Source: an optimization exercise on an open RTL-to-GDS flow (aim: small area). Production flows keep margins and buffers that such runs may drop. Function was checked by simulation only, so behaviour that the tests miss may differ from the original. No driver is modelled on the clock port, so clocking that relies on it looks cheaper here than on a real chip. Power is estimated from default activity; no workload was simulated.

File: flow/design.v
`timescale 1ns / 1ps
module color_find #(
    parameter DISPLAY_W = 640,
    parameter DISPLAY_H = 480
) (
    input clk,
    input reset,
    input [9:0] x_pixel,
    input [9:0] y_pixel,
    input [3:0] R,
    input [3:0] G,
    input [3:0] B,
    output logic [1:0] USER
);
    localparam N = 22;
    wire is_red, is_blue;
    color_cls u_cls (
        .r3(R[3]), .r2(R[2]), .r1(R[1]), .r0(R[0]),
        .g3(G[3]), .g2(G[2]), .g1(G[1]), .g0(G[0]),
        .b3(B[3]), .b2(B[2]), .b1(B[1]), .b0(B[0]),
        .red(is_red), .blue(is_blue)
    );
    wire [9:0] x = x_pixel, y = y_pixel;
    wire z0, z1, z2, lo_n, pt_n, y5_8_n, x79_n, y5_8_z, y4_7_n;
    wire latch_pt, clear_pt, upper;
    g_nor4  u_z0 (.A(x[0]), .B(x[1]), .C(x[2]), .D(x[3]), .Y(z0));
    g_nor4  u_z1 (.A(x[4]), .B(x[5]), .C(x[6]), .D(y[0]), .Y(z1));
    g_nor4  u_z2 (.A(y[1]), .B(y[2]), .C(y[3]), .D(y[4]), .Y(z2));
    g_nor2  u_lo (.A(x[8]), .B(y[9]), .Y(lo_n));
    g_nand4 u_pt (.A(z0), .B(z1), .C(z2), .D(lo_n), .Y(pt_n));
    g_nand4 u_y5 (.A(y[8]), .B(y[7]), .C(y[6]), .D(y[5]), .Y(y5_8_n));
    g_nand2 u_x7 (.A(x[9]), .B(x[7]), .Y(x79_n));
    g_nor3  u_lt (.A(pt_n), .B(y5_8_n), .C(x79_n), .Y(latch_pt));
    g_nor4  u_yz (.A(y[8]), .B(y[7]), .C(y[6]), .D(y[5]), .Y(y5_8_z));
    g_nor4b u_cl (.A(pt_n), .B(x[9]), .C(x[7]), .D_N(y5_8_z), .Y(clear_pt));
    g_nand4 u_y4 (.A(y[7]), .B(y[6]), .C(y[5]), .D(y[4]), .Y(y4_7_n));
    g_nor3b u_up (.A(y[9]), .B(y[8]), .C_N(y4_7_n), .Y(upper));
    reg zero;
    wire zero_d;
    g_a21o u_zd (.A1(zero), .A2(latch_pt), .B1(clear_pt), .X(zero_d));
    always_ff @(posedge clk, posedge reset) begin
        if (reset) zero <= 1'b1;
        else zero <= zero_d;
    end
    wire en_b, en_r;
    g_nor2b u_eb (.A(latch_pt), .B_N(is_blue), .Y(en_b));
    g_nor2b u_er (.A(latch_pt), .B_N(is_red), .Y(en_r));
    reg  [N-2:0] cnt_b, cnt_r;   
    reg          par_b, par_r;   
    wire [N-2:0] nx_b, nx_r;
    wire         npar_b, npar_r;
    gcnt_next u_nb (.c(cnt_b), .par(par_b), .en(en_b), .dn(upper), .zero(zero),
                    .d(nx_b), .npar(npar_b));
    gcnt_next u_nr (.c(cnt_r), .par(par_r), .en(en_r), .dn(upper), .zero(zero),
                    .d(nx_r), .npar(npar_r));
    always_ff @(posedge clk) begin
        cnt_b <= nx_b;
        cnt_r <= nx_r;
        par_b <= npar_b;
        par_r <= npar_r;
    end
    wire user_en;
    wire [1:0] user_d;
    g_nor2b u_ue (.A(reset), .B_N(latch_pt), .Y(user_en));
    g_nor2b u_u0 (.A(zero), .B_N(cnt_b[N-2]), .Y(user_d[0]));
    g_nor2b u_u1 (.A(zero), .B_N(cnt_r[N-2]), .Y(user_d[1]));
    always_ff @(posedge clk) begin
        if (user_en) USER <= user_d;
    end
endmodule
module gcnt_next (
    input  [20:0] c,
    input         par,
    input         en,
    input         dn,
    input         zero,
    output [20:0] d,
    output        npar
);
    wire pz, m;
    g_nor2b u_pz (.A(zero), .B_N(par), .Y(pz));
    g_xor2  u_np (.A(en), .B(pz), .X(npar));
    g_xor2  u_m  (.A(dn), .B(pz), .X(m));
    wire [20:0] w;
    wire [19:1] fl;
    g_nand2 u_w0 (.A(en), .B(m), .Y(w[0]));
    genvar i;
    generate
        for (i = 1; i <= 20; i = i + 1) begin : g_bit
            if (i % 2 == 1) begin : g_odd
                g_nor2 u_w (.A(w[i-1]), .B(c[i-1]), .Y(w[i]));
                g_nor2 u_f (.A(w[i-1]), .B(w[i]), .Y(fl[i]));
            end else begin : g_even
                wire f;
                g_nand2 u_f (.A(w[i-1]), .B(c[i-1]), .Y(f));
                g_nand2 u_w (.A(w[i-1]), .B(f), .Y(w[i]));
                if (i < 20) begin : g_f
                    assign fl[i] = f;
                end
            end
            if (i < 20) begin : g_d
                wire nx;   
                if (i % 2 == 1) begin : g_x
                    g_xnor2 u_x (.A(c[i]), .B(fl[i]), .Y(nx));
                end else begin : g_x
                    g_xor2  u_x (.A(c[i]), .B(fl[i]), .X(nx));
                end
                g_nor2 u_d (.A(zero), .B(nx), .Y(d[i]));
            end
        end
    endgenerate
    wire f0, cz0;
    g_nor2b u_f0 (.A(m), .B_N(en), .Y(f0));
    g_nor2b u_c0 (.A(zero), .B_N(c[0]), .Y(cz0));
    g_xor2  u_d0 (.A(cz0), .B(f0), .X(d[0]));
    wire nx20, ns20;
    g_xor2  u_x20 (.A(c[20]), .B(w[20]), .X(nx20));
    g_nand3 u_s20 (.A(zero), .B(en), .C(dn), .Y(ns20));
    g_o21ai u_d20 (.A1(nx20), .A2(zero), .B1(ns20), .Y(d[20]));
endmodule
module color_cls (input r3, r2, r1, r0, g3, g2, g1, g0, b3, b2, b1, b0, output red, blue);
  wire new_n15, new_n16, new_n17, new_n18, new_n19, new_n20, new_n21, new_n22, new_n23, new_n24, new_n25, new_n26, new_n27, new_n28, new_n29, new_n30, new_n31, new_n32, new_n33, new_n34, new_n35, new_n36, new_n37, new_n38, new_n39, new_n40, new_n41, new_n42, new_n43, new_n44, new_n45, new_n46, new_n47, new_n48, new_n49, new_n50, new_n51, new_n52, new_n53, new_n54, new_n55, new_n56, new_n57, new_n58, new_n59, new_n60, new_n61, new_n62, new_n63, new_n64, new_n65, new_n66, new_n67, new_n68, new_n69, new_n70, new_n71, new_n72, new_n73, new_n74, new_n75, new_n76, new_n77, new_n78, new_n79, new_n80, new_n81, new_n82, new_n83, new_n84, new_n85, new_n86, new_n87, new_n88, new_n89, new_n90, new_n91, new_n92, new_n93, new_n94, new_n95, new_n96, new_n97, new_n98, new_n99, new_n100, new_n101, new_n102, new_n103, new_n104, new_n105, new_n106, new_n107, new_n108, new_n109, new_n110, new_n111, new_n112, new_n113, new_n114, new_n115, new_n116, new_n117, new_n118, new_n119, new_n120, new_n121, new_n122, new_n123, new_n124, new_n125, new_n126, new_n127, new_n129, new_n130, new_n131, new_n132, new_n133, new_n134, new_n135, new_n136, new_n137, new_n138, new_n139, new_n140;
  g_clkinv u_0 (.A(r1), .Y(new_n15));
  g_clkinv u_1 (.A(b1), .Y(new_n16));
  g_nor2 u_2 (.A(new_n15), .B(new_n16), .Y(new_n17));
  g_a21oi u_3 (.A1(new_n15), .A2(new_n16), .B1(new_n17), .Y(new_n18));
  g_clkinv u_4 (.A(b0), .Y(new_n19));
  g_clkinv u_5 (.A(r0), .Y(new_n20));
  g_o22ai u_6 (.A1(r0), .A2(new_n19), .B1(new_n20), .B2(b0), .Y(new_n21));
  g_nor2 u_7 (.A(new_n18), .B(new_n21), .Y(new_n22));
  g_clkinv u_8 (.A(g0), .Y(new_n23));
  g_a22oi u_9 (.A1(new_n20), .A2(g0), .B1(r0), .B2(new_n23), .Y(new_n24));
  g_nand2 u_10 (.A(new_n23), .B(b0), .Y(new_n25));
  g_clkinv u_11 (.A(g1), .Y(new_n26));
  g_o22ai u_12 (.A1(g1), .A2(new_n16), .B1(new_n26), .B2(b1), .Y(new_n27));
  g_nand2 u_13 (.A(new_n25), .B(new_n27), .Y(new_n28));
  g_o21ai u_14 (.A1(new_n25), .A2(new_n27), .B1(new_n28), .Y(new_n29));
  g_clkinv u_15 (.A(g2), .Y(new_n30));
  g_clkinv u_16 (.A(b2), .Y(new_n31));
  g_a22oi u_17 (.A1(new_n30), .A2(b2), .B1(g2), .B2(new_n31), .Y(new_n32));
  g_o22ai u_18 (.A1(g1), .A2(new_n16), .B1(new_n25), .B2(new_n27), .Y(new_n33));
  g_nand2 u_19 (.A(new_n32), .B(new_n33), .Y(new_n34));
  g_o21ai u_20 (.A1(new_n32), .A2(new_n33), .B1(new_n34), .Y(new_n35));
  g_o22ai u_21 (.A1(r1), .A2(new_n26), .B1(new_n15), .B2(g1), .Y(new_n36));
  g_nor3 u_22 (.A(r0), .B(new_n23), .C(new_n36), .Y(new_n37));
  g_o21bai u_23 (.A1(r1), .A2(new_n26), .B1_N(new_n37), .Y(new_n38));
  g_clkinv u_24 (.A(r2), .Y(new_n39));
  g_a22oi u_25 (.A1(new_n39), .A2(g2), .B1(r2), .B2(new_n30), .Y(new_n40));
  g_nand2 u_26 (.A(new_n38), .B(new_n40), .Y(new_n41));
  g_o21a u_27 (.A1(new_n38), .A2(new_n40), .B1(new_n41), .X(new_n42));
  g_nor2 u_28 (.A(new_n21), .B(new_n42), .Y(new_n43));
  g_nor4 u_29 (.A(new_n24), .B(new_n29), .C(new_n35), .D(new_n43), .Y(new_n44));
  g_o21ai u_30 (.A1(new_n23), .A2(b0), .B1(new_n25), .Y(new_n45));
  g_nand2 u_31 (.A(new_n21), .B(new_n45), .Y(new_n46));
  g_nand2 u_32 (.A(new_n39), .B(new_n31), .Y(new_n47));
  g_nor2 u_33 (.A(new_n17), .B(new_n47), .Y(new_n48));
  g_clkinv u_34 (.A(g3), .Y(new_n49));
  g_a21oi u_35 (.A1(new_n19), .A2(new_n48), .B1(new_n49), .Y(new_n50));
  g_a31oi u_36 (.A1(new_n19), .A2(new_n48), .A3(new_n49), .B1(new_n50), .Y(new_n51));
  g_nand2 u_37 (.A(new_n46), .B(new_n51), .Y(new_n52));
  g_clkinv u_38 (.A(r3), .Y(new_n53));
  g_clkinv u_39 (.A(b3), .Y(new_n54));
  g_nor2 u_40 (.A(new_n53), .B(new_n54), .Y(new_n55));
  g_nor3 u_41 (.A(new_n31), .B(b1), .C(new_n36), .Y(new_n56));
  g_a311oi u_42 (.A1(new_n31), .A2(b1), .A3(g1), .B1(new_n56), .C1(g3), .Y(new_n57));
  g_o22ai u_43 (.A1(new_n44), .A2(new_n52), .B1(new_n55), .B2(new_n57), .Y(new_n58));
  g_nor3 u_44 (.A(r0), .B(new_n19), .C(new_n18), .Y(new_n59));
  g_o21bai u_45 (.A1(r1), .A2(new_n16), .B1_N(new_n59), .Y(new_n60));
  g_o21ai u_46 (.A1(new_n39), .A2(new_n31), .B1(new_n47), .Y(new_n61));
  g_nand2 u_47 (.A(new_n60), .B(new_n61), .Y(new_n62));
  g_o21ai u_48 (.A1(r2), .A2(new_n31), .B1(new_n62), .Y(new_n63));
  g_o22ai u_49 (.A1(new_n53), .A2(new_n54), .B1(r3), .B2(b3), .Y(new_n64));
  g_nand2 u_50 (.A(new_n63), .B(new_n64), .Y(new_n65));
  g_o21ai u_51 (.A1(new_n63), .A2(new_n64), .B1(new_n65), .Y(new_n66));
  g_clkinv u_52 (.A(new_n66), .Y(new_n67));
  g_o21ai u_53 (.A1(new_n60), .A2(new_n61), .B1(new_n62), .Y(new_n68));
  g_clkinv u_54 (.A(new_n68), .Y(new_n69));
  g_nand2 u_55 (.A(new_n29), .B(new_n35), .Y(new_n70));
  g_nor2 u_56 (.A(new_n69), .B(new_n70), .Y(new_n71));
  g_nor2 u_57 (.A(new_n67), .B(new_n71), .Y(new_n72));
  g_a31oi u_58 (.A1(r0), .A2(new_n19), .A3(new_n18), .B1(new_n59), .Y(new_n73));
  g_a22oi u_59 (.A1(new_n49), .A2(b3), .B1(g3), .B2(new_n54), .Y(new_n74));
  g_o21ai u_60 (.A1(g2), .A2(new_n31), .B1(new_n34), .Y(new_n75));
  g_nand2 u_61 (.A(new_n74), .B(new_n75), .Y(new_n76));
  g_o21ai u_62 (.A1(g3), .A2(new_n54), .B1(new_n76), .Y(new_n77));
  g_clkinv u_63 (.A(new_n77), .Y(new_n78));
  g_a31oi u_64 (.A1(new_n69), .A2(new_n73), .A3(new_n78), .B1(new_n66), .Y(new_n79));
  g_nor4 u_65 (.A(new_n22), .B(new_n58), .C(new_n72), .D(new_n79), .Y(new_n80));
  g_clkinv u_66 (.A(new_n22), .Y(new_n81));
  g_a22oi u_67 (.A1(new_n53), .A2(g3), .B1(r3), .B2(new_n49), .Y(new_n82));
  g_o21ai u_68 (.A1(r2), .A2(new_n30), .B1(new_n41), .Y(new_n83));
  g_nand2 u_69 (.A(new_n82), .B(new_n83), .Y(new_n84));
  g_o21ai u_70 (.A1(new_n82), .A2(new_n83), .B1(new_n84), .Y(new_n85));
  g_nand2 u_71 (.A(new_n69), .B(new_n73), .Y(new_n86));
  g_o21ai u_72 (.A1(new_n74), .A2(new_n75), .B1(new_n76), .Y(new_n87));
  g_nand2 u_73 (.A(new_n86), .B(new_n87), .Y(new_n88));
  g_nand2 u_74 (.A(new_n70), .B(new_n88), .Y(new_n89));
  g_nand2 u_75 (.A(new_n85), .B(new_n89), .Y(new_n90));
  g_nor3 u_76 (.A(new_n66), .B(new_n81), .C(new_n90), .Y(new_n91));
  g_nand2b u_77 (.A_N(new_n21), .B(new_n18), .Y(new_n92));
  g_nand2 u_78 (.A(new_n29), .B(new_n45), .Y(new_n93));
  g_nor2 u_79 (.A(new_n92), .B(new_n93), .Y(new_n94));
  g_nand2 u_80 (.A(new_n35), .B(new_n94), .Y(new_n95));
  g_nor2 u_81 (.A(new_n42), .B(new_n95), .Y(new_n96));
  g_o21a u_82 (.A1(r3), .A2(new_n54), .B1(new_n65), .X(new_n97));
  g_nor3 u_83 (.A(new_n91), .B(new_n96), .C(new_n97), .Y(new_n98));
  g_clkinv u_84 (.A(new_n87), .Y(new_n99));
  g_nor2b u_85 (.A(new_n81), .B_N(new_n61), .Y(new_n100));
  g_o21ai u_86 (.A1(new_n45), .A2(new_n100), .B1(new_n67), .Y(new_n101));
  g_nand2 u_87 (.A(new_n101), .B(new_n93), .Y(new_n102));
  g_a221oi u_88 (.A1(new_n69), .A2(new_n102), .B1(new_n67), .B2(new_n29), .C1(new_n35), .Y(new_n103));
  g_nor2 u_89 (.A(new_n100), .B(new_n93), .Y(new_n104));
  g_nor2 u_90 (.A(new_n66), .B(new_n71), .Y(new_n105));
  g_clkinv u_91 (.A(new_n85), .Y(new_n106));
  g_o2111ai u_92 (.A1(new_n106), .A2(new_n42), .B1(new_n67), .C1(new_n87), .D1(new_n104), .Y(new_n107));
  g_o311ai u_93 (.A1(new_n104), .A2(new_n105), .A3(new_n90), .B1(new_n78), .C1(new_n107), .Y(new_n108));
  g_a21oi u_94 (.A1(new_n99), .A2(new_n103), .B1(new_n108), .Y(new_n109));
  g_nand2 u_95 (.A(new_n36), .B(new_n24), .Y(new_n110));
  g_o22ai u_96 (.A1(new_n110), .A2(new_n42), .B1(new_n24), .B2(new_n87), .Y(new_n111));
  g_clkinv u_97 (.A(new_n111), .Y(new_n112));
  g_a31o u_98 (.A1(r0), .A2(new_n23), .A3(new_n36), .B1(new_n37), .X(new_n113));
  g_nand2 u_99 (.A(new_n46), .B(new_n106), .Y(new_n114));
  g_o21ai u_100 (.A1(new_n113), .A2(new_n114), .B1(new_n110), .Y(new_n115));
  g_nand2 u_101 (.A(new_n67), .B(new_n92), .Y(new_n116));
  g_a21o u_102 (.A1(new_n24), .A2(new_n71), .B1(new_n113), .X(new_n117));
  g_nand2 u_103 (.A(new_n66), .B(new_n117), .Y(new_n118));
  g_o21a u_104 (.A1(r3), .A2(new_n49), .B1(new_n84), .X(new_n119));
  g_a31o u_105 (.A1(new_n116), .A2(new_n86), .A3(new_n118), .B1(new_n119), .X(new_n120));
  g_nor2 u_106 (.A(new_n27), .B(new_n45), .Y(new_n121));
  g_o21ai u_107 (.A1(new_n99), .A2(new_n121), .B1(new_n97), .Y(new_n122));
  g_nand2 u_108 (.A(new_n35), .B(new_n99), .Y(new_n123));
  g_a21oi u_109 (.A1(new_n101), .A2(new_n123), .B1(new_n120), .Y(new_n124));
  g_nor3 u_110 (.A(new_n103), .B(new_n122), .C(new_n124), .Y(new_n125));
  g_a21oi u_111 (.A1(new_n120), .A2(new_n77), .B1(new_n125), .Y(new_n126));
  g_a31oi u_112 (.A1(new_n70), .A2(new_n112), .A3(new_n115), .B1(new_n126), .Y(new_n127));
  g_nor4 u_113 (.A(new_n80), .B(new_n98), .C(new_n109), .D(new_n127), .Y(red));
  g_o21ai u_114 (.A1(new_n117), .A2(new_n44), .B1(new_n114), .Y(new_n129));
  g_nand2 u_115 (.A(new_n111), .B(new_n129), .Y(new_n130));
  g_o21ai u_116 (.A1(new_n111), .A2(new_n129), .B1(new_n130), .Y(new_n131));
  g_nand2 u_117 (.A(new_n69), .B(new_n87), .Y(new_n132));
  g_o22ai u_118 (.A1(new_n69), .A2(new_n87), .B1(new_n29), .B2(new_n73), .Y(new_n133));
  g_nor2 u_119 (.A(new_n22), .B(new_n42), .Y(new_n134));
  g_o21ai u_120 (.A1(new_n67), .A2(new_n134), .B1(new_n87), .Y(new_n135));
  g_o21ai u_121 (.A1(new_n85), .A2(new_n94), .B1(new_n95), .Y(new_n136));
  g_a22oi u_122 (.A1(new_n68), .A2(new_n99), .B1(new_n135), .B2(new_n136), .Y(new_n137));
  g_a31oi u_123 (.A1(new_n66), .A2(new_n132), .A3(new_n133), .B1(new_n137), .Y(new_n138));
  g_a21oi u_124 (.A1(new_n97), .A2(new_n131), .B1(new_n138), .Y(new_n139));
  g_o21a u_125 (.A1(new_n78), .A2(new_n139), .B1(new_n119), .X(new_n140));
  g_nor3 u_126 (.A(new_n126), .B(new_n80), .C(new_n140), .Y(blue));
endmodule
module g_a21o (input A1, input A2, input B1, output X);
  assign X = (A1&A2) | (B1);
endmodule
module g_a21oi (input A1, input A2, input B1, output Y);
  assign Y = (~A1&~B1) | (~A2&~B1);
endmodule
module g_a221oi (input A1, input A2, input B1, input B2, input C1, output Y);
  assign Y = (~A1&~B1&~C1) | (~A1&~B2&~C1) | (~A2&~B1&~C1) | (~A2&~B2&~C1);
endmodule
module g_a22oi (input A1, input A2, input B1, input B2, output Y);
  assign Y = (~A1&~B1) | (~A1&~B2) | (~A2&~B1) | (~A2&~B2);
endmodule
module g_a311oi (input A1, input A2, input A3, input B1, input C1, output Y);
  assign Y = (~A1&~B1&~C1) | (~A2&~B1&~C1) | (~A3&~B1&~C1);
endmodule
module g_a31o (input A1, input A2, input A3, input B1, output X);
  assign X = (A1&A2&A3) | (B1);
endmodule
module g_a31oi (input A1, input A2, input A3, input B1, output Y);
  assign Y = (~A1&~B1) | (~A2&~B1) | (~A3&~B1);
endmodule
module g_clkinv (input A, output Y);
  assign Y = (~A);
endmodule
module g_nand2 (input A, input B, output Y);
  assign Y = (~A) | (~B);
endmodule
module g_nand2b (input A_N, input B, output Y);
  assign Y = (A_N) | (~B);
endmodule
module g_nand3 (input A, input B, input C, output Y);
  assign Y = (~A) | (~B) | (~C);
endmodule
module g_nand4 (input A, input B, input C, input D, output Y);
  assign Y = (~A) | (~B) | (~C) | (~D);
endmodule
module g_nor2 (input A, input B, output Y);
  assign Y = (~A&~B);
endmodule
module g_nor2b (input A, input B_N, output Y);
  assign Y = (~A&B_N);
endmodule
module g_nor3 (input A, input B, input C, output Y);
  assign Y = (~A&~B&~C);
endmodule
module g_nor3b (input A, input B, input C_N, output Y);
  assign Y = (~A&~B&C_N);
endmodule
module g_nor4 (input A, input B, input C, input D, output Y);
  assign Y = (~A&~B&~C&~D);
endmodule
module g_nor4b (input A, input B, input C, input D_N, output Y);
  assign Y = (~A&~B&~C&D_N);
endmodule
module g_o2111ai (input A1, input A2, input B1, input C1, input D1, output Y);
  assign Y = (~A1&~A2) | (~B1) | (~C1) | (~D1);
endmodule
module g_o21a (input A1, input A2, input B1, output X);
  assign X = (A1&B1) | (A2&B1);
endmodule
module g_o21ai (input A1, input A2, input B1, output Y);
  assign Y = (~A1&~A2) | (~B1);
endmodule
module g_o21bai (input A1, input A2, input B1_N, output Y);
  assign Y = (~A1&~A2) | (B1_N);
endmodule
module g_o22ai (input A1, input A2, input B1, input B2, output Y);
  assign Y = (~B1&~B2) | (~A1&~A2);
endmodule
module g_o311ai (input A1, input A2, input A3, input B1, input C1, output Y);
  assign Y = (~A1&~A2&~A3) | (~B1) | (~C1);
endmodule
module g_xnor2 (input A, input B, output Y);
  assign Y = (~A&~B) | (A&B);
endmodule
module g_xor2 (input A, input B, output X);
  assign X = (A&~B) | (~A&B);
endmodule
File: flow/flow/run.sh
#!/bin/bash
# Standard ORFS layout with two changes:
#  - synthesis maps with flow/abc_area.script (area-oriented ABC mapping, no
#    ABC buffering/upsizing); everything else in synthesis is the standard flow's own
#    standard synthesis (synth_recipe.tcl), so registers are unchanged;
#  - no full-adder extraction, buf_1 port buffers and a smaller clock
#    tree (flow/extra.mk).
set -euo pipefail
rm -rf scripts_mod
cp -r "$FLOW_HOME/scripts" scripts_mod
cp flow/abc_area.script scripts_mod/abc_area.script
cat flow/extra.mk >> config.mk
if [[ -f flow/pre_cts.tcl ]]; then echo "export PRE_CTS_TCL = $PWD/flow/pre_cts.tcl" >> config.mk; fi
export SCRIPTS_DIR="$PWD/scripts_mod"
bash standard.sh > standard.log 2>&1
File: flow/flow/abc_area.script
strash
dch
amap
topo
File: flow/flow/extra.mk
# no full-adder extraction: ABC maps all logic
export ADDER_MAP_FILE =
# small buffers on the ports (the standard flow picks clkdlybuf4s50_1)
export BUFFER_PORTS_ARGS = -buffer_cell sky130_fd_sc_hd__buf_1
# smaller clock tree, no dummy loads
export CTS_ARGS = -sink_clustering_enable -repair_clock_nets -dont_use_dummy_load -buf_list sky130_fd_sc_hd__clkbuf_4 -root_buf sky130_fd_sc_hd__clkbuf_4
File: flow/flow/pre_cts.tcl
# Clock buffers placed by hand: the flip-flops are split by x into
# 4 groups of equal size; each group gets one sky130_fd_sc_hd__clkbuf_4 at its middle,
# driven by the clock port.
set ffs {}
foreach inst [[ord::get_db_block] getInsts] {
  if { [[$inst getMaster] isSequential] } {
    set loc [$inst getLocation]
    lappend ffs [list [lindex $loc 0] [lindex $loc 1] $inst]
  }
}
set ffs [lsort -integer -index 0 $ffs]
set n [llength $ffs]
set k 4
set dbu [[ord::get_db_tech] getDbUnitsPerMicron]
for { set g 0 } { $g < $k } { incr g } {
  set lo [expr { $g * $n / $k }]
  set hi [expr { ($g + 1) * $n / $k }]
  set xs 0; set ys 0; set pins {}
  for { set i $lo } { $i < $hi } { incr i } {
    set e [lindex $ffs $i]
    set xs [expr { $xs + [lindex $e 0] }]
    set ys [expr { $ys + [lindex $e 1] }]
    set inst [lindex $e 2]
    foreach it [$inst getITerms] {
      if { [[$it getMTerm] getSigType] == "CLOCK" || [[$it getMTerm] getName] == "CLK" } {
        lappend pins [get_pins [$inst getName]/[[$it getMTerm] getName]]
      }
    }
  }
  set m [expr { $hi - $lo }]
  set x [expr { $xs / $m / double($dbu) }]
  set y [expr { $ys / $m / double($dbu) }]
  puts "pre_cts: group $g: $m flip-flops, [llength $pins] clock pins, buffer at $x $y"
  insert_buffer -buffer_cell sky130_fd_sc_hd__clkbuf_4 -net clk -load_pins $pins -buffer_name clkbuf_g$g -location [list $x $y]
}
File: flow/standard.sh
#!/bin/bash
# synth_recipe.tcl (not shown) runs the flow's synth.tcl, then flattens the netlist and writes it again
# the make line also repeats each setting of config.mk as NAME=value (left out here)
make -C /OpenROAD-flow-scripts/flow DESIGN_CONFIG=/design/flow/config.mk WORK_HOME=/design/flow/orfs CLKGATE_MAP_FILE= SYNTH_SCRIPT=/design/flow/synth_recipe.tcl "${@:-finish}"
File: flow/config.mk
export PLATFORM = sky130hd
export DESIGN_NAME = color_find
export DESIGN_NICKNAME = color_find
export VERILOG_FILES = /design/flow/design.v
export SDC_FILE = /design/flow/constraint.sdc
export NUM_CORES = 4
export LEC_CHECK = 0
export ABC_AREA = 1
export CAP_MARGIN = 20
export CORE_MARGIN = 2
export CORE_UTILIZATION = 85
export SLEW_MARGIN = 20
export SYNTH_HIERARCHICAL = 1
export SYNTH_MINIMUM_KEEP_SIZE = 0
# no full-adder extraction: ABC maps all logic
export ADDER_MAP_FILE =
# small buffers on the ports (the standard flow picks clkdlybuf4s50_1)
export BUFFER_PORTS_ARGS = -buffer_cell sky130_fd_sc_hd__buf_1
# smaller clock tree, no dummy loads
export CTS_ARGS = -sink_clustering_enable -repair_clock_nets -dont_use_dummy_load -buf_list sky130_fd_sc_hd__clkbuf_4 -root_buf sky130_fd_sc_hd__clkbuf_4
export PRE_CTS_TCL = /design/flow/flow/pre_cts.tcl
File: flow/constraint.sdc
create_clock -name core_clock -period 160.0 [get_ports {clk}]
set_input_delay 32.0000 -clock core_clock [delete_from_list [all_inputs] [get_ports {clk}]]
set_output_delay 32.0000 -clock core_clock [all_outputs]
set_load 0.01 [all_outputs]
==> results of run 1 <==
per-module statistics from Yosys (local to each module, per instance), a selection:
module | area [µm²] | flip-flops and latches | cells | times used
g_clkinv | 3.75 | 0 | 1 | 19
g_o22ai | 6.26 | 0 | 1 | 8
g_o311ai | 8.76 | 0 | 1 | 1
g_o2111ai | 8.76 | 0 | 1 | 1
g_a31o | 8.76 | 0 | 1 | 2
g_xnor2 | 8.76 | 0 | 2 | 20
Yosys cell counts, types with 2 or more instances:
library cell,count
a31oi_1,5
o21bai_1,2
o21a_1,4
nor2_1,118
nand4_1,3
o22ai_1,8
a21oi_1,32
nand2_1,89
a22oi_1,6
nor2b_1,12
clkinv_1,20
nor3_1,8
a31o_1,2
nor4_1,7
o21ai_0,41
nand3_1,2
a21o_1,2
edfxtp_1,2
dfxtp_1,44
cells by family after synthesis:
kind of cell    after synthesis  synth area share [%]
compound gates              106                  22.9
buf+inv                      20                  2.85
flops                        47                  36.7
simple gates                242                  37.5
==> results.cfg, run 1 <==
[outcome]
status = stopped before the end
haltStage = global placement without I/O (3_1_place_gp_skip_io)
firstError = [ERROR GPL-0301] Utilization 106.147 % exceeds 100%.

[logic_synthesis]
yosysTopAreaCellShare_pct = 33.4
synth_nets = 449
ys_warn_count = 7
netlist_instances = 415
syn_area_mm2 = 0.00263
ys_ff_latch = 47
ys.flop_type = dfxtp_1
synth_edf_count = 2
synth-async-reset-ratio_pct = 2.13
synth_cell_types = 27
yosys-top-cells-area = dfxtp_1 (33%), nor2_1 (17%), nand2_1 (13%)
synth.avg_cell_area_um2 = 6.35
ys_seq_area_share_pct = 36.7
synth_largest_area_cell = dfxtp_1

[floorplanning]
start_util_pct = 87.7
die_w_um = 59.7
dieHeight_um = 59.7
rows = 20
==> run 2, diff against run 1 <==
==> flow/flow/extra.mk (replaced) <==
# no full-adder extraction: ABC maps all logic
export ADDER_MAP_FILE =
# small buffers on the ports (the standard flow picks clkdlybuf4s50_1)
export BUFFER_PORTS_ARGS = -buffer_cell sky130_fd_sc_hd__buf_1
# smaller clock tree, no dummy loads
export CTS_ARGS = -sink_clustering_enable -repair_clock_nets -dont_use_dummy_load -buf_list sky130_fd_sc_hd__clkbuf_8 -root_buf sky130_fd_sc_hd__clkbuf_8
--- a/flow/flow/pre_cts.tcl
+++ b/flow/flow/pre_cts.tcl
@@ -1,5 +1,5 @@
 # Clock buffers placed by hand: the flip-flops are split by x into
-# 4 groups of equal size; each group gets one sky130_fd_sc_hd__clkbuf_4 at its middle,
+# 3 groups of equal size; each group gets one sky130_fd_sc_hd__clkbuf_8 at its middle,
 # driven by the clock port.
 set ffs {}
 foreach inst [[ord::get_db_block] getInsts] {
@@ -10,7 +10,7 @@
 }
 set ffs [lsort -integer -index 0 $ffs]
 set n [llength $ffs]
-set k 4
+set k 3
 set dbu [[ord::get_db_tech] getDbUnitsPerMicron]
 for { set g 0 } { $g < $k } { incr g } {
   set lo [expr { $g * $n / $k }]
@@ -31,5 +31,5 @@
   set x [expr { $xs / $m / double($dbu) }]
   set y [expr { $ys / $m / double($dbu) }]
   puts "pre_cts: group $g: $m flip-flops, [llength $pins] clock pins, buffer at $x $y"
-  insert_buffer -buffer_cell sky130_fd_sc_hd__clkbuf_4 -net clk -load_pins $pins -buffer_name clkbuf_g$g -location [list $x $y]
+  insert_buffer -buffer_cell sky130_fd_sc_hd__clkbuf_8 -net clk -load_pins $pins -buffer_name clkbuf_g$g -location [list $x $y]
 }
--- a/flow/config.mk
+++ b/flow/config.mk
@@ -17,5 +17,5 @@
 # small buffers on the ports (the standard flow picks clkdlybuf4s50_1)
 export BUFFER_PORTS_ARGS = -buffer_cell sky130_fd_sc_hd__buf_1
 # smaller clock tree, no dummy loads
-export CTS_ARGS = -sink_clustering_enable -repair_clock_nets -dont_use_dummy_load -buf_list sky130_fd_sc_hd__clkbuf_4 -root_buf sky130_fd_sc_hd__clkbuf_4
+export CTS_ARGS = -sink_clustering_enable -repair_clock_nets -dont_use_dummy_load -buf_list sky130_fd_sc_hd__clkbuf_8 -root_buf sky130_fd_sc_hd__clkbuf_8
 export PRE_CTS_TCL = /design/flow/flow/pre_cts.tcl
==> run 2 against run 1 <==
Compared with the run above:
- the run again fails in global placement without I/O (3_1_place_gp_skip_io)
- area after synthesis did not move
- synthesized cell count did not move
==> results.cfg, run 2 <==
[floorplanning]
dieHeight_um = 59.7
die_w_um = 59.7
start_util_pct = 87.7
rows = 20

[outcome]
haltStage = global placement without I/O (3_1_place_gp_skip_io)
status = stopped before the end
firstError = [ERROR GPL-0301] Utilization 106.147 % exceeds 100%.

[logic_synthesis]
ys_ff_latch = 47
synth_nets = 449
synth-async-reset-ratio_pct = 2.13
ys.flop_type = dfxtp_1
synth_edf_count = 2
synth_most_common_cell = nor2_1
syn_area_mm2 = 0.00263
synth_cell_types = 27
ys_top_cells_by_count = nor2_1 (118), nand2_1 (89), dfxtp_1 (44), o21ai_0 (41), a21oi_1 (32)
ys_seq_area_share_pct = 36.7
yosysTopAreaCellShare_pct = 33.4
synth.avg_cell_area_um2 = 6.35
netlist_instances = 415
ys_warn_count = 7
synth_largest_area_cell = dfxtp_1
yosys-top-cells-area = dfxtp_1 (33%), nor2_1 (17%), nand2_1 (13%)
## run 2: cell counts after synthesis
Identical to the previous run, type by type.
## run 2: kinds of logic after synthesis
logic type | synth area share, %
compound gates | 22.9
buf+inv | 2.85
flops | 36.7
simple gates | 37.5
## run 2: per-module statistics from Yosys, one instance, submodules excluded, a selection
module    flops+latches  cell area (µm²)
g_nor3b               0             7.51
g_o311ai              0             8.76
g_a311oi              0             8.76
g_a31oi               0             6.26
g_nand2b              0             6.26
g_a22oi               0             7.51
g_xnor2               0             8.76
g_a31o                0             8.76
g_nand4               0             6.26
g_nor2                0             3.75
g_xor2                0             8.76
==> run 3, diff against run 2 <==
--- a/flow/config.mk
+++ b/flow/config.mk
@@ -8,7 +8,7 @@
 export ABC_AREA = 1
 export CAP_MARGIN = 20
 export CORE_MARGIN = 2
-export CORE_UTILIZATION = 85
+export CORE_UTILIZATION = 70
 export SLEW_MARGIN = 20
 export SYNTH_HIERARCHICAL = 1
 export SYNTH_MINIMUM_KEEP_SIZE = 0
==> run 3 against run 2 <==
Compared with the run above:
- now clean on timing, DRC and antenna
- area after synthesis did not move
- synthesized cell count did not move
==> results.cfg, run 3 <==
[global_routing]
grt_use_total_pct = 27.6
grt_pass1_wl_um = 9690
antenna_found_initial = 0
grt_overflow = 0
grt_max_degree = 50
first_global_vias = 2429

[logic_synthesis]
netlist_instances = 415
ys_top_cells_by_count = nor2_1 (118), nand2_1 (89), dfxtp_1 (44), o21ai_0 (41), a21oi_1 (32)
ys.flop_type = dfxtp_1
yosysTopAreaCellShare_pct = 33.4
synth_cell_types = 27
synth_largest_area_cell = dfxtp_1
ys_warn_count = 7
synth_nets = 449
ys_ff_latch = 47
ys_seq_area_share_pct = 36.7
yosys-top-cells-area = dfxtp_1 (33%), nor2_1 (17%), nand2_1 (13%)
synth_most_common_cell = nor2_1
synth_edf_count = 2
synth-async-reset-ratio_pct = 2.13
synth.avg_cell_area_um2 = 6.35
syn_area_mm2 = 0.00263

[floorplanning]
start_util_pct = 72.5
dieHeight_um = 65.3
io_pins = 36
die_w_um = 65.3
die-area_mm2 = 0.00427
core_area_mm2 = 0.00363
rows = 22

[finish]
final_common_cell = nor2_1
reg_top3 = cnt_b: 21 flops, cnt_r: 21 flops, USER: 2 flops
fin_util_pct = 78.9
fin_area_mm2 = 0.00287
drive_above_1_share_pct = 0.883
nets = 489
stdcell_count = 501
fill_cells = 277
final_cell_mix = nor2_1 (118), nand2_1 (89), dfxtp_1 (44), o21ai_0 (41), buf_1 (35)
area_growth_pct = 8.84
num_antenna_cells = 0

[timing]
setup-violations-final = 0
fin_crit_ps = 38780
final.setup.tns_ps = 0
setup_slack_ps = 121220
drv_slew = 0
clock_skew_ps = 2.11
worstMarginPinSlew_ps = 880
fin_crit_sh_pct = 24.2
finalHoldViolCount = 0
rsz0062_at_grt = false
max_freq_ghz = 0.0258
slew_headroom_pct = 40.7

[placed_design]
dp_worst_setup_slack_ps = 121250
port_buffers = 35
hpwlAfterDp_um = 4500
placed_area_mm2 = 0.00283
dp_cells = 498
place.gp.congestion = 0.990

[outcome]
status = no timing/DRC/antenna violations

[detailed_routing]
vias = 2770
wl_per_cell_um = 11.5
vias_per_cell = 5.53
dr.first_iter.drc_count = 207
drc = 0
ant_nets = 0
first_pass_iters = 5
routed_wl_um = 5760

[worst_setup_path]
crit_top_cell = nand2_1
reg2reg_slack_ps = 154770
cp.buffers_inverters = 3
critPathKind = in2reg
cp_data_arrival_time_ps = 38780
critPathLaunchType = input pin
path_delay_family = simple AND/OR/NAND/NOR gates
crit_fanout = 6
startpoint = B[1]
r2r-end = cnt_b[20]$_DFF_P_
crit_slowest_cell = o21ai_0
required_ps = 160000
slowest_delay_ps = 560
rr_startpoint = zero$_DFF_PP1_
worstSetupEndpointType = register
r2r_cells = 35

[pwr]
p_leak_nw = 1.09
power_density_mw_per_mm2 = 13.2
peakVddDrop_mv = 0.0124

[min_path]
whs_path_depth = 2
min_path_type = reg2reg
min_to = cnt_b[16]$_DFF_P_
hold_start = cnt_b[16]$_DFF_P_

[cts]
cts_resized = 0
cts_setup_buffers = 0
cts.reportedPaths.clkPinSlew_ps = 90
clk_latency_ps = 150
ctsHoldBuffers = 0

[flow_run]
maxCapViolations = 0
==> run 3: cell counts after synthesis <==
No cell type changed its count.
==> run 3: layer usage <==
metal | share of wire [%] | track usage, %
met1 | 44 | 34.6
met2 | 48 | 50.8
met3 | 5.3 | 2.23
met4 | 2.1 | 7.03
met5 | 0 | 0
==> run 3: cells by family after synthesis <==
family	Yosys count	synth area share, %
buf+inv	20	2.85
compound gates	106	22.9
flops	47	36.7
simple gates	242	37.5
==> run 3: how the worst max path moves through the flow <==
stage | to | slack, ps | cells past startpoint
floorplan | cnt_r[20]$_DFF_P_ | 122350 | 49
global placement | cnt_r[20]$_DFF_P_ | 121400 | 50
detailed placement | cnt_r[20]$_DFF_P_ | 121250 | 50
CTS | cnt_r[19]$_DFF_P_ | 121190 | 50
global route | cnt_r[20]$_DFF_P_ | 120120 | 50
finish | cnt_b[20]$_DFF_P_ | 121220 | 49
==> run 3: modules after synthesis, one instance, submodules excluded, excerpt <==
module | flops+latches | times used | cells
g_nor4b | 0 | 1 | 1
g_a21oi | 0 | 6 | 1
g_nand3 | 0 | 2 | 1
g_o22ai | 0 | 8 | 1
g_a22oi | 0 | 6 | 1
g_nor2 | 0 | 92 | 1
g_o21a | 0 | 4 | 1
g_nand2b | 0 | 1 | 1
g_nor2b | 0 | 12 | 1
g_clkinv | 0 | 19 | 1
g_o21ai | 0 | 21 | 1
g_a31o | 0 | 2 | 1
g_xor2 | 0 | 26 | 2
g_o21bai | 0 | 2 | 1
==> run 3: worst reg2reg max path: cells and delay by family, from the launching register on <==
kind / cells / cell delay (ps)
AO/OA/AOI/OAI: 3 / 420
flip-flops: 1 / 1100
AND/OR/NAND/NOR: 32 / 3570
==> run 3: stage by stage <==
step | power [mW] | hold WS (ps)
final | 0.0378 | 536
after global routing | 0.0409 | 571
after CTS | 0.0369 | 518
after detailed placement | 0.0333 | 518
after global placement | 0.0321 | 506
after floorplan | 0.0301 | 497
==> run 3: area by class of cell, clock buffers not listed <==
| cell class | instances | area, µm² | area share (%) |
|---|---|---|---|
| multi-input cells | 348 | 1590 | 55.5 |
| flip-flops and latches | 47 | 967 | 33.7 |
| repair buffers | 35 | 131 | 4.58 |
| inverters | 20 | 75.1 | 2.62 |
| well taps | 48 | 60.1 | 2.10 |
==> run 3: power breakdown <==
part / leakage (nW) / internal [mW] / switching, mW
Combinational: 0.671 / 0.00528 / 0.00686
Clock: 0.0216 / 0.00174 / 0.00284
Sequential: 0.398 / 0.0175 / 0.00358

static timing again, ports no longer ideal:
The flow's constraints put no driver on any port. The routed layout listed below was extracted and timed again, unchanged, in two steps. Step 1: set_driving_cell puts a clkbuf_16 on clk and a buf_2 on each other input, an assumption about the parent block. Step 2, shift: input delay + t, output delay - t, t = (earliest + latest rising clock arrival at the registers) / 2. This alone moves slack from input paths to output paths. Three values: ideal ports, drivers, drivers and shift; two values: the first two.
run: run 3
shift t [ns]: 0.193
setup slack, ns: 121.217 / 121.237 / 121.044
worst setup path after step 2: input to register
After both steps setup and hold are still met in run 3. For run 3, drivers alone change the setup slack by +0.020 ns; drivers and shift together by -0.173 ns.
